Background: an optimization exercise with open tools, aiming at small area. Do not read the settings as production practice.
The RTL was checked by simulation tests, not by an equivalence proof against the original design.
Power and IR drop assume default switching activity.

## flow/design.v (module list and top-level ports; edited modules follow where they fit)
// module controller: 42 lines
// module rf_row: 10 lines
// module rf_dec: 12 lines
// module rf_wdec: 13 lines
// module rf_toggle: 6 lines
// module rf_pol: 9 lines
// module reg_file: 40 lines
// module alu_flags: 11 lines
// module pc_sel: 8 lines
// module wb_sel: 15 lines
// module sh_sel: 9 lines
// module ld_sel: 13 lines
// module pc_reg: 9 lines
// module g_inv: 3 lines
// module g_nand2: 3 lines
// module g_nor2: 3 lines
// module g_and2: 3 lines
// module g_nand3: 3 lines
// module g_nor3: 3 lines
// module g_nand4: 3 lines
// module g_xor2: 3 lines
// module g_xnor2: 3 lines
// module g_a21oi: 3 lines
// module g_a21o: 3 lines
// module g_a22oi: 3 lines
// module g_a221oi: 3 lines
// module g_a222oi: 3 lines
// module g_o211ai: 3 lines
// module g_ha: 3 lines
// module g_fa: 3 lines
// module alu_shift: 175 lines
// module alu_add: 71 lines
// module pc_add: 38 lines
// module pc_inc: 39 lines
// module dp_slices: 333 lines
// module rf_rdbit: 27 lines
// module rf_rdbit2: 26 lines
// module risc_cpu: 54 lines
module risc_cpu (
    input         clk, reset,
    output [31:0] PC,
    input  [31:0] Instr,
    output        MemWrite,
    output [31:0] Mem_WrAddr, Mem_WrData,
    input  [31:0] ReadData
);
  // ...
==> flow/flow/run.sh <==
#!/bin/bash
# Own flow: the standard layout (standard.sh) with
#  - the synthesised cells taken down to drive strength 1 after the
#    floorplan (the later repair steps size up what timing, slew and
#    capacitance need),
#  - drive-strength-1 port buffers,
#  - a clock tree of clkbuf_8 with larger sink clusters and no dummy loads.
# Each step's full output goes to a log file of its own here.
set -euo pipefail
HERE=$(pwd)
KNOBS=(
  "POST_FLOORPLAN_TCL=$HERE/flow/downsize_hook.tcl"
  "BUFFER_PORTS_ARGS=-buffer_cell sky130_fd_sc_hd__buf_1"
  "CTS_ARGS=-sink_clustering_enable -repair_clock_nets -dont_use_dummy_load -buf_list sky130_fd_sc_hd__clkbuf_8 -sink_clustering_size 14 -sink_clustering_max_diameter 80"
)
bash standard.sh synth > synth.log 2>&1
bash standard.sh "${KNOBS[@]}" floorplan > floorplan.log 2>&1
bash standard.sh "${KNOBS[@]}" place > place.log 2>&1
bash standard.sh "${KNOBS[@]}" cts > cts.log 2>&1
bash standard.sh "${KNOBS[@]}" finish > finish.log 2>&1
==> flow/flow/downsize_hook.tcl <==
# POST_FLOORPLAN hook: swap every cell for the drive-strength-1 cell of its
# kind; the later repair steps size up what timing, slew and capacitance need.
set db [ord::get_db]
set n 0
foreach inst [[ord::get_db_block] getInsts] {
  set name [[$inst getMaster] getName]
  if {[regexp {^(sky130_fd_sc_hd__[a-z0-9]+)_([0-9]+)$} $name -> base drv] && $drv > 1} {
    set m [$db findMaster ${base}_1]
    if {$m != "NULL"} {
      $inst swapMaster $m
      incr n
    }
  }
}
puts "downsized $n cells"
==> flow/standard.sh <==
#!/bin/bash
# synth_recipe.tcl (not shown) runs the flow's synth.tcl, then flattens the netlist and writes it again
# the make line also repeats each setting of config.mk as NAME=value (left out here)
make -C /OpenROAD-flow-scripts/flow DESIGN_CONFIG=/design/flow/config.mk WORK_HOME=/design/flow/orfs CLKGATE_MAP_FILE= SYNTH_SCRIPT=/design/flow/synth_recipe.tcl "${@:-finish}"
==> flow/config.mk <==
export PLATFORM = sky130hd
export DESIGN_NAME = risc_cpu
export DESIGN_NICKNAME = risc_cpu
export VERILOG_FILES = /design/flow/design.v
export SDC_FILE = /design/flow/constraint.sdc
export NUM_CORES = 4
export LEC_CHECK = 0
export CAP_MARGIN = 20
export CELL_PAD_IN_SITES_DETAIL_PLACEMENT = 1
export CELL_PAD_IN_SITES_GLOBAL_PLACEMENT = 1
export CORE_MARGIN = 2
export CORE_UTILIZATION = 35
export GPL_TIMING_DRIVEN = 0
export SLEW_MARGIN = 20
export SYNTH_HIERARCHICAL = 1
==> flow/constraint.sdc <==
create_clock -name core_clock -period 20.0 [get_ports {clk}]
set_input_delay 4.0000 -clock core_clock [delete_from_list [all_inputs] [get_ports {clk}]]
set_output_delay 4.0000 -clock core_clock [all_outputs]
set_load 0.01 [all_outputs]
==> run notes, run 1 <==
# setup viols final 0; Clock group 0.00111 W; P_int 0.00454 W; row count 142; worst rel slew slack 23.8%; RSZ-0062 raised after global routing no; Multi-input gate area 0.0242 mm2; Post-DP Area 0.0505 mm2; Synth Warn # 10; Final Non-Filler Cells 6,819; Worst path top cell family by delay compound AO/OA/AOI/OAI gates; status complete, no violations; fin crit period 19.50 ns; 1st-iter DRT viols 9,027; met3 wire length roughly 18 mm; Setup Skew 0.167 ns; Pwr Density 156 mW/mm2; met1 Use GR 37.8%; Largest regs rf.row.r.q (992), pcr.q (32), rf.tg.t (1); # DRC 0; n_taps 2,016; Reg clk slew, reported paths ~0.10 ns; WL/cell 33.4 um; hpwl dp approximately 170 mm; ANT nets after route 0; wl on met1 95.0 mm; post-CTS sizing 0
==> module rf_row, before the edit <==
module rf_row (
    input             clk,
    input             s_lo, ns_lo, s_hi, ns_hi,
    input      [31:0] wdx,
    output reg [31:0] q
);
wire [31:0] s  = {{16{s_hi}},  {16{s_lo}}};
wire [31:0] ns = {{16{ns_hi}}, {16{ns_lo}}};
always @(posedge clk) q <= ~((q | s) & (wdx | ns));
endmodule
==> module reg_file, before the edit <==
module reg_file (
    input         clk,
    input         we,
    input  [4:0]  wa,
    input  [31:0] wdx_lo, wdx_hi,    
    input  [4:0]  ra1,
    input         en1, inv1,
    input  [31:0] x1,
    input         x1sel,
    input  [4:0]  ra2,
    input         inv2,
    output [31:0] rd1, rd2,
    output        t
);
wire [30:0] wsa, wnsa, wsb, wnsb, s1a, s1b, s2a, s2b;
wire        pol1, pol2;
rf_toggle tg  (clk, t);
rf_wdec   dwa (wa, we, wsa, wnsa);
rf_wdec   dwb (wa, we, wsb, wnsb);
rf_dec    d1a (ra1, en1, s1a);
rf_dec    d1b (ra1, en1, s1b);
rf_dec    d2a (ra2, 1'b1, s2a);
rf_dec    d2b (ra2, 1'b1, s2b);
rf_pol    pl (t, ra1, ra2, en1, inv1, inv2, pol1, pol2);
wire [31:0] q [0:30];
genvar g, b;
generate
    for (g = 0; g < 31; g = g + 1) begin : row
        rf_row r (clk, wsa[g], wnsa[g], wsb[g], wnsb[g], (g < 16) ? wdx_lo : wdx_hi, q[g]);
    end
    for (b = 0; b < 32; b = b + 1) begin : col_b
        wire [30:0] col;
        for (g = 0; g < 31; g = g + 1) begin : c
            assign col[g] = q[g][b];
        end
        rf_rdbit  p1 (col, (b < 16) ? s1a : s1b, x1[b], x1sel, pol1, rd1[b]);
        rf_rdbit2 p2 (col, (b < 16) ? s2a : s2b, pol2, rd2[b]);
    end
endgenerate
endmodule
==> inputs of run 2 (changes only) <==
--- a/flow/design.v
+++ b/flow/design.v
@@ -44,3 +44,3 @@
     input             clk,
-    input             s_lo, ns_lo, s_hi, ns_hi,
+    input             s, ns,
     input      [31:0] wdx,
@@ -48,5 +48,3 @@
 );
-wire [31:0] s  = {{16{s_hi}},  {16{s_lo}}};
-wire [31:0] ns = {{16{ns_hi}}, {16{ns_lo}}};
-always @(posedge clk) q <= ~((q | s) & (wdx | ns));
+always @(posedge clk) q <= ~((q | {32{s}}) & (wdx | {32{ns}}));
 endmodule
@@ -106,7 +104,6 @@
 );
-wire [30:0] wsa, wnsa, wsb, wnsb, s1a, s1b, s2a, s2b;
+wire [30:0] ws, wns, s1a, s1b, s2a, s2b;
 wire        pol1, pol2;
 rf_toggle tg  (clk, t);
-rf_wdec   dwa (wa, we, wsa, wnsa);
-rf_wdec   dwb (wa, we, wsb, wnsb);
+rf_wdec   dw  (wa, we, ws, wns);
 rf_dec    d1a (ra1, en1, s1a);
@@ -120,3 +117,3 @@
     for (g = 0; g < 31; g = g + 1) begin : row
-        rf_row r (clk, wsa[g], wnsa[g], wsb[g], wnsb[g], (g < 16) ? wdx_lo : wdx_hi, q[g]);
+        rf_row r (clk, ws[g], wns[g], (g < 16) ? wdx_lo : wdx_hi, q[g]);
     end
--- a/flow/config.mk
+++ b/flow/config.mk
@@ -10,5 +10,6 @@
 export CELL_PAD_IN_SITES_GLOBAL_PLACEMENT = 1
-export CORE_MARGIN = 2
-export CORE_UTILIZATION = 35
+export CORE_AREA = 2.5 2.5 342.5 342.5
+export DIE_AREA = 0 0 345 345
 export GPL_TIMING_DRIVEN = 0
+export SETUP_SLACK_MARGIN = 0.1
 export SLEW_MARGIN = 20
==> run notes, run 2 <==
first-pass GRT wire length a little over 300 mm; Fmax 0.0509 GHz; ANT nets after route 0 (unchanged); cell area after layout 0.0498 mm2; setup bufs post-CTS 0; Pwr Density 160 mW/mm2 (+2.8%); CP dominant cell by count a21o_1; static leakage 17.3 nW; most frequent cells in the layout o22ai_1, dfxtp_1, a222oi_1; root buffer cell clkbuf_8; commonest non-fill, non-tap cell in the layout o22ai_1; hpwl dp 167 mm (-2.7%); IO Count roughly 160; RD Place Congestion 0.967; Die Area around 0.12 mm2; aggregate global-route resource usage 34.7%; Area Overhead vs Synth 6.97%; DRT Pass-1 Iters 15; Reg clk slew, reported paths 0.09 ns (about the same); end point of the critical path Mem_WrAddr[31]; 1st-iter DRT viols 8,736 (-3.2%); Worst path top cell family by delay compound AO/OA/AOI/OAI gates; IO buf count 160; Clock Path Buffers 3; row count 124 (-13%); # placed instances 6,030; Peak VDD IR around 0.000082 V; layout cells sized above 1 roughly 7.6%; Largest regs rf.row.r.q (992), pcr.q (32), rf.tg.t (1); NumNets Final 4,765; total clock sinks just over 1,000; r2r startpoint pcr.q[1]$_DFF_PP0_; Final Non-Filler Cells 6,119 (-10%); Reg2Reg Setup Slack 6.56 ns; critical path's slowest cell buf_1; die height 345 um; Num CTS Buffers 87; min-delay worst type reg -> reg; GRT overflow 0; fin crit period 19.63 ns (+0.129 ns); max-slew violation count 0; Synth Warn # 10 (unchanged); clk latency of the worst-skew pair approximately 0.8 ns; Die Span X between 300 and 400 um; Tcrit/Tclk final 98.2%; Critical Path RT 16.00 ns; Largest register FFs between 900 and 1,000; worst rel slew slack 17.2% (-6.6 points); area of the mapped netlist 0.0466 mm2; final hold vios 0; CP Buf/Inv Count 3; # setup viols final 0 (unchanged); Worst Setup Path Type in -> out; critical-path maximum fanout 16; WL final between 200 and 250 mm; Post-DP Area 0.0485 mm2 (-3.9%); # DRC 0 (unchanged); Slew @ Worst Pin between 1 and 1.5 ns; status complete, no violations; via count of the first global-routing pass 44,100; critical path depth in cells 43; most flop-heavy register rf.row.r.q; Syn Area/Cell 10.9 um2; # fillers 12,800; vias per cell 7.49; Cells after Synth around 4,300; Worst Hold Margin 0.454 ns; RSZ-0062 raised after global routing no; Max-Cap Viols 0; largest net degree at the start of global routing 32; htree depth 3; Setup Skew 0.123 ns (-0.0432 ns); CP endpoint kind primary output; WP data arrival 15.63 ns; Multi-input gate area 0.0236 mm2 (-2.5%); slowest stage delay, CP 0.87 ns; CP startpoint Instr[21]; CP Launch Type primary input; Initial Util 40.7%; CTS tree yes; WL/cell 35.8 um (+7.2%); Reg2Reg Depth 33; Sequential Area approximately 0.021 mm2; Core Region between 0.1 and 0.15 mm2; via count 45,800; r2r endpoint pcr.q[31]$_DFF_PP0_; initial antenna violation count 7
==> run 2: cell types whose count changed in the layout (fill, tap and decap cells not counted), moves of 15 or more <==
| cell | before | now |
|---|---|---|
| buf_1 | 426 | 363 |
| nand2_1 | 107 | 74 |
| nor2_1 | 84 | 54 |
| buf_6 | 50 | 29 |
| xor2_2 | 47 | 62 |
| xor2_4 | 17 | 2 |
==> run 2: metal layers <==
metal | vias to the layer above | GRT usage, % | wire length, um
li1 | 19700 | - | -
met1 | 23300 | 47.3 | 92700
met2 | 2501 | 52.5 | 93600
met3 | 353 | 9.39 | 23500
met4 | 2 | 12.9 | 9190
met5 | - | 0 | 9
==> run 2: worst min path at each step <==
stage / startpoint / end / slack [ns] / cells past startpoint
after floorplan: rf.row[0].r.q[0]$_DFF_P_ / rf.row[0].r.q[0]$_DFF_P_ / 0.44 / 1
after global placement: rf.row[18].r.q[1]$_DFF_P_ / rf.row[18].r.q[1]$_DFF_P_ / 0.45 / 1
after detailed placement: rf.tg.t$_DFF_P_ / rf.tg.t$_DFF_P_ / 0.43 / 1
after CTS: rf.tg.t$_DFF_P_ / rf.tg.t$_DFF_P_ / 0.46 / 1
after global routing: rf.tg.t$_DFF_P_ / rf.tg.t$_DFF_P_ / 0.48 / 1
final: rf.tg.t$_DFF_P_ / rf.tg.t$_DFF_P_ / 0.45 / 1
==> run 2: final cells by class <==
class                           count  share of cell area (%)
Multi-Input combinational cell   3000                    47.4
Sequential cell                  1025                    41.5
Tap cell                         1512                    3.80
Timing Repair Buffer              216                    2.78
Clock buffer                       87                    2.40
Buffer                            230                    1.73
Inverter                           48                   0.362
Antenna cell                        1                 0.00502
==> run 2: power breakdown <==
group          internal [W]  total (W)  switching [W]  leakage, nW
Sequential          0.00300    0.00384       0.000839         8.85
Clock              0.000388    0.00110       0.000714        0.626
Combinational       0.00110    0.00304        0.00194         7.78
==> run 2: what timing repair did <==
| item | 4_1_cts | 5_1_grt |
|---|---|---|
| hold buffers | 0 | 0 |
| gates resized for setup | 0 | 1 |
| setup endpoints to repair | 0 | 1 |
==> run 2: worst register-to-register path, delay by kind of cell (launching register included) <==
family,cells,cell delay [ns]
AO/OA/AOI/OAI,1,0.25
adder cells (fa/ha/maj),31,12.51
flip-flops,1,0.51
buffers and inverters,1,0.07
==> run 2: per-stage QoR <==
| step | total power (W) | setup WS [ns] | TNS, ns | util [%] |
|---|---|---|---|---|
| floorplan | 0.00552 | 2.13 | 0 | - |
| global placement | 0.00654 | -1.73 | -32.49 | 41.0 |
| detailed placement | 0.00678 | 0.715 | 0 | 42.4 |
| CTS | 0.00788 | 0.672 | 0 | 43.4 |
| global route | 0.00836 | 0.218 | 0 | 43.5 |
| finish | 0.00798 | 0.367 | 0 | 43.5 |
==> inputs of run 3 (changes only) <==
--- a/flow/flow/run.sh
+++ b/flow/flow/run.sh
@@ -13,3 +13,3 @@
   "BUFFER_PORTS_ARGS=-buffer_cell sky130_fd_sc_hd__buf_1"
-  "CTS_ARGS=-sink_clustering_enable -repair_clock_nets -dont_use_dummy_load -buf_list sky130_fd_sc_hd__clkbuf_8 -sink_clustering_size 14 -sink_clustering_max_diameter 80"
+  "CTS_ARGS=-sink_clustering_enable -repair_clock_nets -dont_use_dummy_load -buf_list sky130_fd_sc_hd__clkbuf_8 -sink_clustering_size 12 -sink_clustering_max_diameter 80"
 )
--- a/flow/config.mk
+++ b/flow/config.mk
@@ -10,4 +10,4 @@
 export CELL_PAD_IN_SITES_GLOBAL_PLACEMENT = 1
-export CORE_AREA = 2.5 2.5 342.5 342.5
-export DIE_AREA = 0 0 345 345
+export CORE_AREA = 2.5 2.5 367.5 367.5
+export DIE_AREA = 0 0 370 370
 export GPL_TIMING_DRIVEN = 0
==> run notes, run 3 <==
most frequent cells in the layout o22ai_1, dfxtp_1, a222oi_1; commonest non-fill, non-tap cell in the layout o22ai_1; Post-DP Area 0.0487 mm2 (+0.47%); dpl ws 0.656 ns (-0.0588 ns); critical path's slowest cell nor2_2; NumNets Final 4,772 (+0.15%); # setup viols final 0 (unchanged); final hold vios 0 (unchanged); WP data arrival 15.27 ns (-0.36 ns); min-delay worst type reg -> reg; # fillers 15,000 (+17%); largest net degree at the start of global routing 32 (unchanged); root buffer cell clkbuf_8; clk latency of the worst-skew pair 0.86 ns (+0.06 ns); Tcrit/Tclk final 96.3% (-1.8 points); Pwr Density 160 mW/mm2 (+0.16%); cell area after layout 0.0502 mm2 (+0.66%); Synth Warn # 10 (unchanged); GRT overflow 0 (unchanged); IO buf count 160 (unchanged); final setup TNS 0 ns (unchanged); number of hold buffers added after cts 0 (unchanged); ANT nets after route 0 (unchanged); Largest regs rf.row.r.q (992), pcr.q (32), rf.tg.t (1); via count 45,800 (-0.046%); slowest stage delay, CP 0.71 ns (-0.16 ns); Fmax 0.0519 GHz (+1.9%); most flop-heavy register rf.row.r.q; CP endpoint kind primary output; via count of the first global-routing pass 44,800 (+1.6%); Critical Path RT 16.00 ns (about the same); RSZ-0062 raised after global routing no; # DRC 0 (unchanged); WL/cell 34.4 um (-4.0%); vias per cell 7.18 (-4.2%); post-CTS sizing 0 (unchanged); layout cells sized above 1 7.48% (-0.098 points); hpwl dp 169 mm (+1.5%); 1st-iter DRT viols 7,972 (-8.7%); Max-Cap Viols 0 (unchanged); Worst Setup Path Type in -> out; setup bufs post-CTS 0 (unchanged); CP dominant cell by count a21o_1; initial antenna violation count 7 (unchanged); static leakage 17.3 nW (+0.20%); critical-path maximum fanout 17 (+1); Largest register FFs 992 (unchanged); CTS tree yes; Area Overhead vs Synth 7.67%; worst rel slew slack 19.6% (+2.4 points); Die Area 0.137 mm2 (+15%); Die Span X 370 um (+7.2%); Setup Skew 0.107 ns (-0.0158 ns); Worst path top cell family by delay compound AO/OA/AOI/OAI gates; max-slew violation count 0 (unchanged); Peak VDD IR 0.0000930 V (+14%); Slew @ Worst Pin 1.19 ns (-0.0528 ns); CP Buf/Inv Count 3 (unchanged); row count 134 (+8.1%); Worst Hold Margin 0.476 ns (+0.0218 ns); CP Launch Type primary input; WL final 219 mm (+0.13%); Syn Area/Cell 10.9 um2 (unchanged); area of the mapped netlist 0.0466 mm2 (unchanged); Core Region 0.133 mm2 (+16%); die height 370 um (+7.2%); aggregate global-route resource usage 30.7% (-4.1 points); DRT Pass-1 Iters 13 (-2); fin crit period 19.27 ns (-0.366 ns); status complete, no violations; first-pass GRT wire length 315 mm (+1.1%); Cells after Synth 4,288 (unchanged); Num CTS Buffers 96 (+10%); IO Count 163 (unchanged); Reg clk slew, reported paths 0.08 ns (about the same); htree depth 3 (unchanged); total clock sinks 1,025 (unchanged); final worst slack 0.733 ns (+0.366 ns); Clock Path Buffers 3 (unchanged); RD Place Congestion 0.950 (-1.7%); Initial Util 35.1% (-5.6 points)
run 3: area by class of cell:
type / count / area [um2] / area share, %
antenna: 2 / 5.00 / 0.00998
inverter: 48 / 180 / 0.359
multi-input combinational: 3000 / 23600 / 47.0
buffer: 230 / 863 / 1.72
clock buffer: 96 / 1320 / 2.63
sequential: 1025 / 20700 / 41.2
timing repair buffer: 214 / 1300 / 2.60
tap: 1768 / 2210 / 4.41
run 3: per-stage QoR:
stage | cells | total power [W] | utilization, %
floorplan | 4303 | 0.00552 | -
global placement | 6231 | 0.00654 | 35.6
detailed placement | 6283 | 0.00679 | 36.7
CTS | 6379 | 0.00794 | 37.7
global route | 6382 | 0.00843 | 37.8
finish | 6383 | 0.00804 | 37.8
run 3: layer usage:
layer | track usage (%) | wire length, um | up-vias | part of all wire [%]
met1 | 40.3 | 90700 | 23400 | 41
met2 | 48.2 | 97000 | 2396 | 44
met3 | 6.25 | 20500 | 389 | 9.4
met5 | 0 | 0 | - | 0
li1 | - | - | 19700 | -
met4 | 14.3 | 11000 | 0 | 5.0
run 3: worst reg2reg max path, delay by kind of cell, from the launching register on:
family	cells	cell delay, ns
AOI/OAI and AO/OA	1	0.28
buffers and inverters	1	0.09
DFF	1	0.47
adders and majority gates	31	12.46
run 3: final timing paths:
check                           cells after the start                       from                        end  slack [ns]
worst max-delay path                               44                   Instr[6]             Mem_WrAddr[31]        0.73
worst min-delay path                                1  rf.row[13].r.q[7]$_DFF_P_  rf.row[13].r.q[7]$_DFF_P_        0.48
worst max register to register                     33         pcr.q[1]$_DFF_PP0_        pcr.q[31]$_DFF_PP0_        6.53
worst min register to register                      1  rf.row[13].r.q[7]$_DFF_P_  rf.row[13].r.q[7]$_DFF_P_        0.48
max in group asynchronous                           3                      reset        pcr.q[15]$_DFF_PP0_       16.40
min in group asynchronous                           2                      reset         pcr.q[4]$_DFF_PP0_        3.07
run 3: power breakdown:
group          leakage (nW)  internal [W]  total, W  switching [W]
registers              8.85       0.00300   0.00386       0.000855
clock network         0.690      0.000426   0.00116       0.000735
logic                  7.75       0.00109   0.00303        0.00194
total                  17.3       0.00452   0.00804        0.00353
==> inputs of run 4 (changes only) <==
--- a/flow/flow/run.sh
+++ b/flow/flow/run.sh
@@ -6,2 +6,3 @@
 #  - drive-strength-1 port buffers,
+#  - only small buffers for placement's slew and capacitance repair,
 #  - a clock tree of clkbuf_8 with larger sink clusters and no dummy loads.
@@ -13,3 +14,4 @@
   "BUFFER_PORTS_ARGS=-buffer_cell sky130_fd_sc_hd__buf_1"
-  "CTS_ARGS=-sink_clustering_enable -repair_clock_nets -dont_use_dummy_load -buf_list sky130_fd_sc_hd__clkbuf_8 -sink_clustering_size 12 -sink_clustering_max_diameter 80"
+  "PRE_RESIZE_TCL=$HERE/flow/resize_hook.tcl"
+  "CTS_ARGS=-sink_clustering_enable -repair_clock_nets -dont_use_dummy_load -buf_list sky130_fd_sc_hd__clkbuf_8 -sink_clustering_size 14 -sink_clustering_max_diameter 80"
 )
==> flow/flow/resize_hook.tcl (new file) <==
# PRE_RESIZE hook: placement's slew and capacitance repair may use only
# small buffers (a chain of small buffers takes less area than the large
# buffers it otherwise picks); the drivers themselves may still be sized up.
set_dont_use [get_lib_cells {sky130_fd_sc_hd__buf_4 sky130_fd_sc_hd__buf_6 sky130_fd_sc_hd__buf_8 sky130_fd_sc_hd__buf_12 sky130_fd_sc_hd__buf_16 sky130_fd_sc_hd__bufbuf_8 sky130_fd_sc_hd__bufbuf_16 sky130_fd_sc_hd__clkbuf_4 sky130_fd_sc_hd__clkbuf_8 sky130_fd_sc_hd__clkbuf_16 sky130_fd_sc_hd__dlygate* sky130_fd_sc_hd__dlymetal* sky130_fd_sc_hd__clkdly*}]
==> run notes, run 4 <==
Core Region 0.133 mm2 (unchanged); CTS tree yes; Worst path top cell family by delay compound AO/OA/AOI/OAI gates; P_int 0.00442 W (-2.1%); power share of the clock group 13.8% (-0.6 points); Psw 0.00350 W (-0.71%); hold path cells 1 (unchanged); Sequential Area 0.0207 mm2 (unchanged); htree depth 3 (unchanged); Largest register FFs 992 (unchanged); Flop pwr share 48.7% (+0.8 points); critical-path maximum fanout 17 (unchanged); Max-Cap Viols 0 (unchanged); RD Place Congestion 0.950 (unchanged); NumNets Final 4,761 (-0.23%); total clock sinks 1,025 (unchanged); Die Span X 370 um (unchanged); die height 370 um (unchanged); critical path's slowest cell nor2_2; DRT Pass-1 Iters 14 (+1); IO Count 163 (unchanged); Final Power 0.00792 W (-1.5%); Reg2Reg Depth 45 (+36%); via count of the first global-routing pass 44,900 (+0.13%); most flop-heavy register rf.row.r.q; aggregate global-route resource usage 30.7% (+0.059 points); Setup Skew 0.0669 ns (-0.0405 ns); # DRC 0 (unchanged); static leakage 17.1 nW (-1.1%); ANT nets after route 0 (unchanged); Num CTS Buffers 85 (-11%); setup bufs post-CTS 0 (unchanged); Slew @ Worst Pin 1.21 ns (+0.0207 ns); Peak VDD IR 0.0000972 V (+4.5%); number of hold buffers added after cts 0 (unchanged); initial antenna violation count 4 (-3); Multi-input gate area 0.0236 mm2 (about the same); Synth Warn # 10 (unchanged); fin crit period 19.31 ns (+0.0445 ns); min-delay worst type reg -> reg; CP dominant cell by count a21o_1; Worst Setup Path Type in -> out; GRT overflow 0 (unchanged); row count 134 (unchanged); Area Overhead vs Synth 6.46%; 1st-iter DRT viols 7,948 (-0.30%); dpl ws 0.643 ns (-0.0131 ns); combinational share of power 37.5% (about the same); hpwl dp 169 mm (about the same); clk latency of the worst-skew pair 0.83 ns (-0.03 ns); final worst slack 0.688 ns (-0.0445 ns); Tcrit/Tclk final 96.6% (+0.22 points); commonest non-fill, non-tap cell in the layout o22ai_1; WL final 219 mm (about the same); Pwr Density 160 mW/mm2 (-0.35%); CP Buf/Inv Count 3 (unchanged); vias per cell 7.19 (+0.20%); Clock Path Buffers 3 (unchanged); Cells after Synth 4,288 (unchanged); worst rel slew slack 19.3% (-0.26 points); via count 45,800 (+0.0087%); max-slew violation count 0 (unchanged); IO buf count 160 (unchanged); Fmax 0.0518 GHz (-0.23%); RSZ-0062 raised after global routing no; CP endpoint kind primary output; Switching Share 44.2% (+0.34 points); first-pass GRT wire length 316 mm (+0.23%); # setup viols final 0 (unchanged); final hold vios 0 (unchanged); Die Area 0.137 mm2 (unchanged); CP Launch Type primary input; post-CTS sizing 0 (unchanged); largest net degree at the start of global routing 32 (unchanged); critical path depth in cells 44 (unchanged); slowest stage delay, CP 0.73 ns (+0.02 ns); Syn Area/Cell 10.9 um2 (unchanged); WP data arrival 15.31 ns (+0.04 ns); Reg2Reg Setup Slack 5.80 ns (-0.73 ns); # fillers 15,000 (-0.0067%); WL/cell 34.4 um (+0.25%); area of the mapped netlist 0.0466 mm2 (unchanged); Reg clk slew, reported paths 0.08 ns (about the same); root buffer cell clkbuf_8; Critical Path RT 16.00 ns (about the same); Initial Util 35.1% (unchanged); layout cells sized above 1 7.32% (-0.16 points); most frequent cells in the layout o22ai_1, dfxtp_1, a222oi_1; Largest regs rf.row.r.q (992), pcr.q (32), rf.tg.t (1); status complete, no violations
## run 4: worst register-to-register path, delay by kind of cell, from the launching register on
kind | cells | cell delay [ns]
adder cells (fa/ha/maj) | 1 | 0.33
flip-flops | 1 | 0.44
AO/OA/AOI/OAI | 36 | 8.08
XOR/XNOR | 4 | 2.20
buffers and inverters | 4 | 2.95
## run 4: final cells by class
type                    count  area share [%]
plain buffers             230            1.74
repair buffers            214            1.78
well taps                1768            4.46
multi-input cells        3000            47.6
clock buffers              85            2.36
diodes                      1         0.00505
inverters                  48           0.363
flip-flops and latches   1025            41.7
## run 4: final timing paths
kind	startpoint	end
max	Instr[6]	Mem_WrAddr[31]
max in group asynchronous	reset	pcr.q[31]$_DFF_PP0_
min	rf.row[13].r.q[6]$_DFF_P_	rf.row[13].r.q[6]$_DFF_P_
min reg2reg	rf.row[13].r.q[6]$_DFF_P_	rf.row[13].r.q[6]$_DFF_P_
max reg2reg	rf.tg.t$_DFF_P_	rf.row[5].r.q[0]$_DFF_P_
min in group asynchronous	reset	pcr.q[4]$_DFF_PP0_
## run 4: metal layers
| metal | vias up | share of wire (%) | global-route usage (%) |
|---|---|---|---|
| met5 | - | 0 | 0 |
| met4 | 0 | 4.8 | 13.6 |
| met3 | 384 | 9.5 | 6.55 |
| met2 | 2411 | 44 | 48.5 |
| met1 | 23400 | 41 | 40.4 |
| li1 | 19600 | - | - |
## run 4: power groups by stage
stage	logic, W	registers (W)	clock network (W)
after global routing	0.00316	0.00396	0.00119
final	0.00297	0.00386	0.00110
after floorplan	0.00191	0.00361	0
after detailed placement	0.00288	0.00385	0
after global placement	0.00273	0.00381	0
after CTS	0.00288	0.00382	0.00112
## run 4: through the flow
stage | std cells | hold WS, ns | utilization, % | cell area (um2) | setup TNS [ns]
finish | 6371 | 0.476 | 37.3 | 49600 | 0
global route | 6371 | 0.493 | 37.3 | 49600 | 0
CTS | 6369 | 0.473 | 37.3 | 49500 | 0
detailed placement | 6284 | 0.461 | 36.4 | 48300 | 0
global placement | 6231 | 0.451 | 35.6 | 47300 | -17.72
floorplan | 4303 | 0.443 | - | 46600 | 0
==> inputs of run 5 (changes only) <==
--- a/flow/design.v
+++ b/flow/design.v
@@ -109,5 +109,5 @@
 rf_dec    d1a (ra1, en1, s1a);
-rf_dec    d1b (ra1, en1, s1b);
 rf_dec    d2a (ra2, 1'b1, s2a);
-rf_dec    d2b (ra2, 1'b1, s2b);
+assign s1b = s1a;
+assign s2b = s2a;
 rf_pol    pl (t, ra1, ra2, en1, inv1, inv2, pol1, pol2);
==> run notes, run 5 <==
# DRC 0 (unchanged); hold path cells 1 (unchanged); dpl ws 0.788 ns (+0.145 ns); 1st-iter DRT viols 7,927 (-0.26%); Num CTS Buffers 87 (+2.4%); clk latency of the worst-skew pair 0.83 ns (about the same); WP data arrival 15.43 ns (+0.12 ns); max-slew violation count 0 (unchanged); DRT Pass-1 Iters 15 (+1); setup bufs post-CTS 0 (unchanged); htree depth 3 (unchanged); Syn Area/Cell 11.0 um2 (+1.2%); worst rel slew slack 14.9% (-4.4 points); Setup Skew 0.118 ns (+0.0514 ns); power share of the clock group 14.1% (+0.3 points); Max-Cap Viols 0 (unchanged); CP dominant cell by count a21o_1; Pwr Density 159 mW/mm2 (-0.22%); Reg clk slew, reported paths 0.05 ns (-0.03 ns); WL final 217 mm (-1.3%); min-delay worst type reg -> reg; most flop-heavy register rf.row.r.q; Largest regs rf.row.r.q (992), pcr.q (32), rf.tg.t (1); Switching Share 44.0% (-0.14 points); hpwl dp 168 mm (-0.74%); number of hold buffers added after cts 0 (unchanged); IO buf count 160 (unchanged); Psw 0.00348 W (-0.68%); Flop pwr share 48.5% (-0.2 points); static leakage 17.2 nW (+0.53%); Die Span X 370 um (unchanged); Largest register FFs 992 (unchanged); status complete, no violations; combinational share of power 37.4% (about the same); via count 45,200 (-1.4%); most frequent cells in the layout o22ai_1, dfxtp_1, a222oi_1; Tcrit/Tclk final 97.1% (+0.58 points); vias per cell 7.16 (-0.51%); final hold vios 0 (unchanged); critical-path maximum fanout 32 (+15); Cells after Synth 4,196 (-2.1%); Critical Path RT 16.00 ns (about the same); total clock sinks 1,025 (unchanged); Synth Warn # 10 (unchanged); RD Place Congestion 0.983 (+3.4%); RSZ-0062 raised after global routing no; Final Power 0.00790 W (-0.35%); GRT overflow 0 (unchanged); Initial Util 34.7% (-0.35 points); Worst Setup Path Type in -> out; row count 134 (unchanged); area of the mapped netlist 0.0461 mm2 (-0.99%); commonest non-fill, non-tap cell in the layout o22ai_1; slowest stage delay, CP 0.88 ns (+0.15 ns); Area Overhead vs Synth 7.38%; largest net degree at the start of global routing 33 (+3.1%); Die Area 0.137 mm2 (unchanged); Clock Path Buffers 3 (unchanged); layout cells sized above 1 7.16% (-0.16 points); Core Region 0.133 mm2 (unchanged); root buffer cell clkbuf_8; final worst slack 0.573 ns (-0.115 ns); CP endpoint kind primary output; IO Count 163 (unchanged); critical path's slowest cell nor2_4; Slew @ Worst Pin 1.26 ns (+0.0541 ns); initial antenna violation count 10 (+6); WL/cell 34.3 um (-0.38%); Peak VDD IR 0.0000886 V (-8.8%); post-CTS sizing 0 (unchanged); # setup viols final 0 (unchanged); ANT nets after route 0 (unchanged); first-pass GRT wire length 311 mm (-1.6%); CP Launch Type primary input; aggregate global-route resource usage 30.2% (-0.52 points); fin crit period 19.43 ns (+0.115 ns); via count of the first global-routing pass 44,300 (-1.2%); Reg2Reg Depth 33 (-27%); die height 370 um (unchanged); CTS tree yes; Fmax 0.0515 GHz (-0.59%); NumNets Final 4,699 (-1.3%); P_int 0.00442 W (about the same)
## run 5: changes by cell type in the layout (fill, tap and decap cells not counted), moves of 4 or more
| cell | change |
|---|---|
| nor2_1 | -15 |
| nand2b_1 | -4 |
| nor2_2 | -109 |
| conb_1 | -8 |
| clkbuf_1 | -9 |
| nand4b_1 | -6 |
| nor2_4 | +62 |
| buf_2 | +31 |
| buf_1 | +7 |
| nand4bb_1 | -6 |
| diode_2 | +5 |
## run 5: through the flow
step	instances	util (%)	hold slack (ns)	cell area, um2	setup TNS, ns
6_report	6314	37.3	0.471	49500	0
5_1_grt	6310	37.3	0.491	49500	0
4_1_cts	6308	37.3	0.474	49500	0
3_5_place_dp	6221	36.4	0.461	48300	0
3_3_place_gp	6131	35.2	0.451	46800	-15.70
2_1_floorplan	4203	-	0.443	46100	0
## run 5: cell type report
cell class,instances,area [um2]
clock buffer,87,1200
antenna,6,15.0
fill,14900,83300
inverter,48,180
timing repair buffer,250,1050
tap,1768,2210
sequential,1025,20700
multi-input combinational,2906,23300
buffer,224,845
## run 5: path summary, 6_finish.rpt
kind,startpoint,to,slack [ns]
max,Instr[6],Mem_WrAddr[31],0.57
min,rf.row[30].r.q[17]$_DFF_P_,rf.row[30].r.q[17]$_DFF_P_,0.47
max reg2reg,pcr.q[1]$_DFF_PP0_,pcr.q[31]$_DFF_PP0_,6.56
min reg2reg,rf.row[30].r.q[17]$_DFF_P_,rf.row[30].r.q[17]$_DFF_P_,0.47
max in group asynchronous,reset,pcr.q[15]$_DFF_PP0_,15.98
min in group asynchronous,reset,pcr.q[28]$_DFF_PP0_,3.16
## run 5: per-layer routing
layer  wire [um]  vias to the layer above  share of wire (%)  track usage, %
met2       96800                     2379                 45            47.8
met1       89900                    23000                 41            39.5
met4        9620                       10                4.4            12.6
met5         159                        -              0.073           0.559
li1            -                    19500                  -               -
met3       20200                      362                9.3            6.86
## run 5: worst max-delay path, delay by kind of cell
kind,cells,cell delay (ns)
AOI/OAI and AO/OA,32,6.21
xor gates and xnor gates,2,1.08
buffers and inverters,3,1.17
and+or+nand+nor,6,2.55
adders and majority gates,1,0.38
## run 5: power by group through the flow
stage	registers [W]	clock network [W]	logic (W)
after floorplan	0.00361	0	0.00190
after global placement	0.00378	0	0.00273
after detailed placement	0.00383	0	0.00286
after CTS	0.00380	0.00113	0.00286
after global routing	0.00394	0.00121	0.00313
final	0.00383	0.00111	0.00295
==> inputs of run 6 (changes only) <==
--- a/flow/design.v
+++ b/flow/design.v
@@ -109,5 +109,5 @@
 rf_dec    d1a (ra1, en1, s1a);
+rf_dec    d1b (ra1, en1, s1b);
 rf_dec    d2a (ra2, 1'b1, s2a);
-assign s1b = s1a;
-assign s2b = s2a;
+rf_dec    d2b (ra2, 1'b1, s2b);
 rf_pol    pl (t, ra1, ra2, en1, inv1, inv2, pol1, pol2);
--- a/flow/flow/run.sh
+++ b/flow/flow/run.sh
@@ -6,3 +6,3 @@
 #  - drive-strength-1 port buffers,
-#  - only small buffers for placement's slew and capacitance repair,
+#  - only small buffers for the repairs after placement and global routing,
 #  - a clock tree of clkbuf_8 with larger sink clusters and no dummy loads.
@@ -15,2 +15,3 @@
   "PRE_RESIZE_TCL=$HERE/flow/resize_hook.tcl"
+  "PRE_GLOBAL_ROUTE_TCL=$HERE/flow/resize_hook.tcl"
   "CTS_ARGS=-sink_clustering_enable -repair_clock_nets -dont_use_dummy_load -buf_list sky130_fd_sc_hd__clkbuf_8 -sink_clustering_size 14 -sink_clustering_max_diameter 80"
--- a/flow/flow/resize_hook.tcl
+++ b/flow/flow/resize_hook.tcl
@@ -1,2 +1,2 @@
-# PRE_RESIZE hook: placement's slew and capacitance repair may use only
+# PRE_RESIZE and PRE_GLOBAL_ROUTE hook: the repairs may use only
 # small buffers (a chain of small buffers takes less area than the large
==> run notes, run 6 <==
status complete, no violations; ANT nets after route 0 (unchanged); Max-Cap Viols 0 (unchanged); GRT overflow 0 (unchanged); WP data arrival 15.30 ns (-0.13 ns); Initial Util 35.1% (+0.35 points); IO Count 163 (unchanged); Fmax 0.0518 GHz (+0.67%); worst rel slew slack 17.9% (+3.0 points); Syn Area/Cell 10.9 um2 (-1.2%); Die Span X 370 um (unchanged); Area Overhead vs Synth 6.45%; Reg2Reg Setup Slack 5.77 ns (-0.79 ns); initial antenna violation count 4 (-6); DRT Pass-1 Iters 13 (-2); first-pass GRT wire length 316 mm (+1.7%); aggregate global-route resource usage 30.7% (+0.52 points); # setup viols final 0 (unchanged); 1st-iter DRT viols 8,019 (+1.2%); hpwl dp 169 mm (+0.75%); Largest regs rf.row.r.q (992), pcr.q (32), rf.tg.t (1); CTS tree yes; Core Util, Final 37.3% (+0.049 points); Clock Path Buffers 3 (unchanged); total clock sinks 1,025 (unchanged); # DRC 0 (unchanged); CP Launch Type primary input; WL/cell 34.5 um (+0.47%); Tcrit/Tclk final 96.5% (-0.65 points); cell area after layout 0.0496 mm2 (+0.13%); Cells after Synth 4,288 (+2.2%); Critical Path RT 16.00 ns (about the same); number of hold buffers added after cts 0 (unchanged); min-delay worst type reg -> reg; IO buf count 160 (unchanged); largest net degree at the start of global routing 32 (-3.0%); final hold vios 0 (unchanged); Num CTS Buffers 85 (-2.3%); fin crit period 19.30 ns (-0.129 ns); RSZ-0062 raised after global routing no; Worst path top cell family by delay compound AO/OA/AOI/OAI gates; top layer used by detailed routing met4; NumNets Final 4,761 (+1.3%); clk latency of the worst-skew pair 0.82 ns (about the same); Worst Setup Path Type in -> out; Worst Hold Margin 0.478 ns (+0.00616 ns); Reg clk slew, reported paths 0.09 ns (+0.04 ns); htree depth 3 (unchanged); CP endpoint kind primary output; via count of the first global-routing pass 44,900 (+1.2%); Pwr Density 160 mW/mm2 (+0.30%); Post-DP Area 0.0483 mm2 (about the same); most flop-heavy register rf.row.r.q; RD Place Congestion 0.950 (-3.3%); Final Power 0.00793 W (+0.44%); max-slew violation count 0 (unchanged); die height 370 um (unchanged); Peak VDD IR 0.0000975 V (+10%); Core Region 0.133 mm2 (unchanged); Slew @ Worst Pin 1.23 ns (-0.0332 ns); WL final 220 mm (+1.4%); layout cells sized above 1 7.32% (+0.16 points); wl on met1 91.0 mm (+1.2%); CP dominant cell by count a21o_1; commonest non-fill, non-tap cell in the layout o22ai_1; static leakage 17.1 nW (-0.52%); most frequent cells in the layout o22ai_1, dfxtp_1, a222oi_1; CP Buf/Inv Count 3 (unchanged); area of the mapped netlist 0.0466 mm2 (+1.0%); via count 45,900 (+1.7%); Die Area 0.137 mm2 (unchanged); critical-path maximum fanout 17 (-47%); slowest stage delay, CP 0.73 ns (-0.15 ns); met2 wire len 97.7 mm (+0.93%); final setup TNS 0 ns (unchanged); Largest register FFs 992 (unchanged); row count 134 (unchanged); Synth Warn # 10 (unchanged); root buffer cell clkbuf_8; critical path's slowest cell nor2_2; vias per cell 7.21 (+0.77%); met3 wire length 20.5 mm (+1.5%); Setup Skew 0.0617 ns (-0.0566 ns)
run 6: path summary, 6_finish.rpt:
kind                                       startpoint                         end  cells after the start
setup reg to reg                      rf.tg.t$_DFF_P_    rf.row[5].r.q[0]$_DFF_P_                     45
hold reg to reg            rf.row[21].r.q[22]$_DFF_P_  rf.row[21].r.q[22]$_DFF_P_                      1
min in group asynchronous                       reset          pcr.q[4]$_DFF_PP0_                      2
setup / recovery                             Instr[6]              Mem_WrAddr[31]                     44
max in group asynchronous                       reset         pcr.q[31]$_DFF_PP0_                      3
hold / removal             rf.row[21].r.q[22]$_DFF_P_  rf.row[21].r.q[22]$_DFF_P_                      1
run 6: what timing repair did:
| item | CTS | global route |
|---|---|---|
| setup endpoints to repair | 0 | 1 |
| endpoints found under the hold margin | 0 | 0 |
| buffers inserted | 0 | 0 |
| resized for setup | 0 | 1 |
run 6: report_power, final:
group	leakage (nW)	total, W	internal (W)	switching (W)
registers	8.85	0.00386	0.00300	0.000856
logic	7.65	0.00297	0.00104	0.00193
clock network	0.611	0.00110	0.000380	0.000720
run 6: metrics by stage:
| stage | setup WS [ns] | std cells |
|---|---|---|
| floorplan | 2.13 | 4303 |
| global placement | -1.47 | 6231 |
| detailed placement | 0.643 | 6284 |
| CTS | 0.596 | 6369 |
| global route | 0.344 | 6371 |
| finish | 0.702 | 6371 |
run 6: layer usage:
| metal | global-route usage, % | vias to the layer above |
|---|---|---|
| li1 | - | 19600 |
| met1 | 40.4 | 23500 |
| met2 | 48.5 | 2397 |
| met3 | 6.55 | 392 |
| met4 | 13.6 | 0 |
| met5 | 0 | - |
run 6: area by class of cell:
type,count,area [um2]
Fill cell,15000,83200
Timing Repair Buffer,214,882
Clock buffer,85,1170
Sequential cell,1025,20700
Antenna cell,1,2.50
Buffer,230,863
Tap cell,1768,2210
Multi-Input combinational cell,3000,23600
Inverter,48,180
run 6: worst reg2reg max path, delay by kind of cell (launching register included):
| kind | cells | cell delay (ns) |
|---|---|---|
| AOI/OAI and AO/OA | 36 | 8.08 |
| xor gates and xnor gates | 4 | 2.22 |
| adders and majority gates | 1 | 0.34 |
| DFF | 1 | 0.44 |
| buffers and inverters | 4 | 2.94 |

-- what the ideal ports hide --
How much do the figures lean on ideal ports? The routed layouts below were timed once more, with nothing changed but the port constraints. Step 1 sets driving cells, clkbuf_16 on the clock port and buf_2 on the other inputs (assumed; they add their load-dependent delay and slew). Step 2, shift: input delay + t, output delay - t, t = (earliest + latest rising clock arrival at the registers) / 2. This alone moves slack from input paths to output paths. Slacks: ideal ports / drivers / drivers and shift; pairs: ideal ports / drivers.
run | shift t [ns] | setup WS [ns] | worst setup path after step 2 | clock arrival spread, ns | worst slew at a driven data input, ns
run 1 | 0.862 | 0.496 / 0.470 / 0.470 | input to output | 0.167 / 0.166 | 0.21
run 2 | 0.815 | 0.367 / 0.337 / 0.337 | input to output | 0.123 / 0.123 | 0.05
run 3 | 0.868 | 0.733 / 0.703 / 0.703 | input to output | 0.107 / 0.108 | 0.06
run 4 | 0.863 | 0.688 / 0.658 / 0.658 | input to output | 0.067 / 0.067 | 0.06
run 5 | 0.850 | 0.573 / 0.549 / 0.549 | input to output | 0.118 / 0.119 | 0.16
run 6 | 0.865 | 0.702 / 0.672 / 0.672 | input to output | 0.062 / 0.061 | 0.06
After both steps setup and hold are still met in every run listed.
